Background: an optimization exercise with open tools, aiming at small area. Do not read the settings as production practice. Only simulation tests tie the RTL to the original design; equivalence was not proved. No activity file was given, so power comes from the tool's default toggle rates.

## frame_gen
module frame_gen #(
    parameter FPS               = 30,
    parameter CLK_FREQ_HZ       = 13200000,
    parameter FVAL2LVAL         = 50,
    parameter LVAL2DVAL         = 80,
    parameter WIDTH             = 640,
    parameter HEIGHT            = 480,
    parameter LVAL_HIGH         = 800,
    parameter LVAL_LOW          = 100,
    parameter BPP               = 8
)(
    input clk,
    input rst,
    input en,                
    input [2:0] sel,         
    output fval,
    output lval,
    output dval,
    output [BPP-1:0] pix_data
    );
Size in the first run: ~580 cells after synthesis, about 71 flip-flops, roughly 17 I/O pins, roughly 0.0047 mm² of cells after synthesis.
clock: 100.0 ns
lec_check: 0
cap_margin: 20
core_margin: 2
core_utilization: 70
slew_margin: 20
standard.sh (not shown) runs the stock make flow with config.mk's settings and CLKGATE_MAP_FILE= SYNTH_SCRIPT=/design/flow/synth_recipe.tcl, a recipe that flattens the netlist after the stock synthesis.
==> flow/flow/run.sh <==
#!/bin/bash
# Layout flow: the standard ORFS flow (standard.sh), with
# - its synthesis step run by synth_recipe_mod.tcl (see flow/patch_synth.py)
#   instead of synth_recipe.tcl: the same synthesis up to and including the
#   flip-flop mapping, then no adder cells and an area-oriented abc script;
# - the make variables listed in flow/make_args.txt (one per line): smaller
#   port buffers and clock-tree buffers.
# Each tool's output goes to a log of its own: ORFS writes
# orfs/logs/<platform>/frame_gen/base/*.log, and this script writes
# flow_patch.log (the script patch) and flow_make.log (make, DEF export).
set -euo pipefail
HERE=$(pwd)
cp flow/synth_recipe_mod.tcl flow/abc_min.script "$HERE/"
python3 flow/patch_synth.py "$FLOW_HOME/scripts/synth.tcl" "$HERE/synth_mod.tcl" > flow_patch.log 2>&1
grep -q 'SYNTH_SCRIPT=' standard.sh
sed -e "s#SYNTH_SCRIPT=[^ ]*#SYNTH_SCRIPT=$HERE/synth_recipe_mod.tcl#" standard.sh > flow_standard_mod.sh
args=()
if [[ -f flow/make_args.txt ]]; then
  while IFS= read -r line; do
    [[ -n "$line" && "${line:0:1}" != "#" ]] && args+=("$line")
  done < flow/make_args.txt
fi
bash flow_standard_mod.sh "${args[@]}" finish > flow_make.log 2>&1
test -f out/final.def
==> flow/flow/abc_min.script <==
strash
&get -n
&fraig -x
&put
scorr
dc2
dc2
strash
&get -n
&deepsyn -T 60 -I 4
&put
strash
&get -n
&dch -f
&nf -R 1000 -p -F 10 -A 6
&put
==> flow/flow/make_args.txt <==
BUFFER_PORTS_ARGS=-buffer_cell sky130_fd_sc_hd__buf_1
CTS_ARGS=-sink_clustering_enable -repair_clock_nets -dont_use_dummy_load -root_buf sky130_fd_sc_hd__clkbuf_8 -buf_list sky130_fd_sc_hd__clkbuf_4
Other scripts of this flow, unchanged in this note and not shown: flow/flow/synth_recipe_mod.tcl, flow/flow/patch_synth.py
The first run completed with no timing, DRC or antenna violations.
==> next run, changes <==
==> flow/flow/abc_min.script (replaced) <==
strash
&get -n
&fraig -x
&put
scorr
dc2
dc2
strash
&get -n
&dch -f
&nf -R 1000 -p -F 10 -A 6
&put
strash
dc2
&get -n
&dch -f
&nf -R 1000 -p -F 16 -A 10 -C 32
&put
strash
dc2
&get -n
&dch -f
&nf -R 1000 -p -F 16 -A 10 -C 32
&put
strash
dc2
&get -n
&dch -f
&nf -R 1000 -p -F 16 -A 10 -C 32
&put
CORE_UTILIZATION = 40   (was 70)
SYNTH_MEMORY_MAX_BITS = 1048576   (was not set)
Outcome: The changed run finished with timing, DRC and antenna clean; hold slack got worse by 0.025 ns; setup slack improved by 0.73 ns; wire length went up by 26%; register-to-register slack gets worse by 2.4 ns; design area rises by 14%; clock power grows by about 5%; sequential share of layout area fell by 4.5 points; first-iteration DRC count fell by 7.1%; flip-flop and latch count is unchanged.
==> next run, changes <==
==> flow/flow/abc_min.script (replaced) <==
strash
&get -n
&fraig -x
&put
scorr
dc2
strash
&get -n
&dch -f
&nf -R 1000
&put
==> flow/flow/make_args.txt (replaced) <==
BUFFER_PORTS_ARGS=-buffer_cell sky130_fd_sc_hd__buf_1
CTS_ARGS=-sink_clustering_enable -repair_clock_nets -dont_use_dummy_load -root_buf sky130_fd_sc_hd__clkbuf_8 -tree_buf sky130_fd_sc_hd__clkbuf_4 -buf_list sky130_fd_sc_hd__clkbuf_4
Outcome: The new run produced a clean layout. Design area rose by 4.6%. Maximum frequency stays flat. Core utilization went down by 0.15 points. Total power climbs by 0.51%. Combinational power barely changes. Cell count rose by 7.9%. Register-to-register slack got worse by 0.12 ns. Die area is higher by 4.9%. Clock-buffer cell count stays the same. Routed wire length came out higher by 9.4%. Critical path depth goes up by 3.
==> next run, changes <==
==> flow/flow/abc_min.script (replaced) <==
strash
&get -n
&fraig -x
&put
scorr
dc2
dc2
strash
&get -n
&deepsyn -T 150 -I 4
&put
strash
&get -n
&dch -f
&nf -R 1000 -p -F 10 -A 6
&put
==> flow/flow/make_args.txt (replaced) <==
BUFFER_PORTS_ARGS=-buffer_cell sky130_fd_sc_hd__buf_1
CTS_ARGS=-sink_clustering_enable -repair_clock_nets -dont_use_dummy_load -root_buf sky130_fd_sc_hd__clkbuf_8 -buf_list sky130_fd_sc_hd__clkbuf_4
Fmax rises by 1.1%.
Total power falls by 20%.
Via count falls by 23%.
==> next run, changes <==
==> flow/flow/abc_min.script (replaced) <==
strash
&get -n
&fraig -x
&put
scorr
dc2
strash
&get -n
&dch -f
&nf -R 1000
&put
==> flow/flow/make_args.txt (replaced) <==
BUFFER_PORTS_ARGS=-buffer_cell sky130_fd_sc_hd__buf_1
CTS_ARGS=-sink_clustering_enable -repair_clock_nets -dont_use_dummy_load -root_buf sky130_fd_sc_hd__clkbuf_16 -tree_buf sky130_fd_sc_hd__clkbuf_4 -buf_list sky130_fd_sc_hd__clkbuf_4
Result: The changed run passed the timing, design-rule and antenna checks. Non-clock buffer count increases by 1. Wire length rises by 35%. Synthesized cell count grows by 33%. Worst setup slack degrades by 0.22 ns. Sequential power hardly moves.

port drivers added, routing unchanged:
How much do the figures lean on ideal ports? The routed layouts below were timed once more, with nothing changed but the port constraints. Step 1 assumes that a clkbuf_16 drives the clock port and a buf_2 every other input. Step 2 times the ports against the registers' clock, not the clock port: input delays grow and output delays shrink by t, the midpoint of the rising clock arrivals with the driver on. Three values: no drivers, after step 1, after step 2; two values: the first two.
run	t, ns	setup slack, ns	clock arrival spread, ns	worst register clock-pin slew, ns	worst data-port slew with drivers (ns)
the first run	0.360	76.720 / 76.726 / 76.365	0.023 / 0.023	0.08 / 0.08	0.03
the second run	0.394	77.448 / 77.418 / 77.811	0.021 / 0.021	0.08 / 0.08	0.03
the third run	0.395	77.482 / 77.445 / 77.840	0.028 / 0.028	0.09 / 0.09	0.03
the fourth run	0.384	77.726 / 77.694 / 77.953	0.032 / 0.032	0.09 / 0.09	0.03
the fifth run	0.374	77.510 / 77.469 / 77.844	0.021 / 0.021	0.06 / 0.06	0.03
After both steps every run listed still meets setup and hold. For the first run, which loses most, drivers alone change the setup slack by +0.006 ns; drivers and shift together by -0.355 ns.
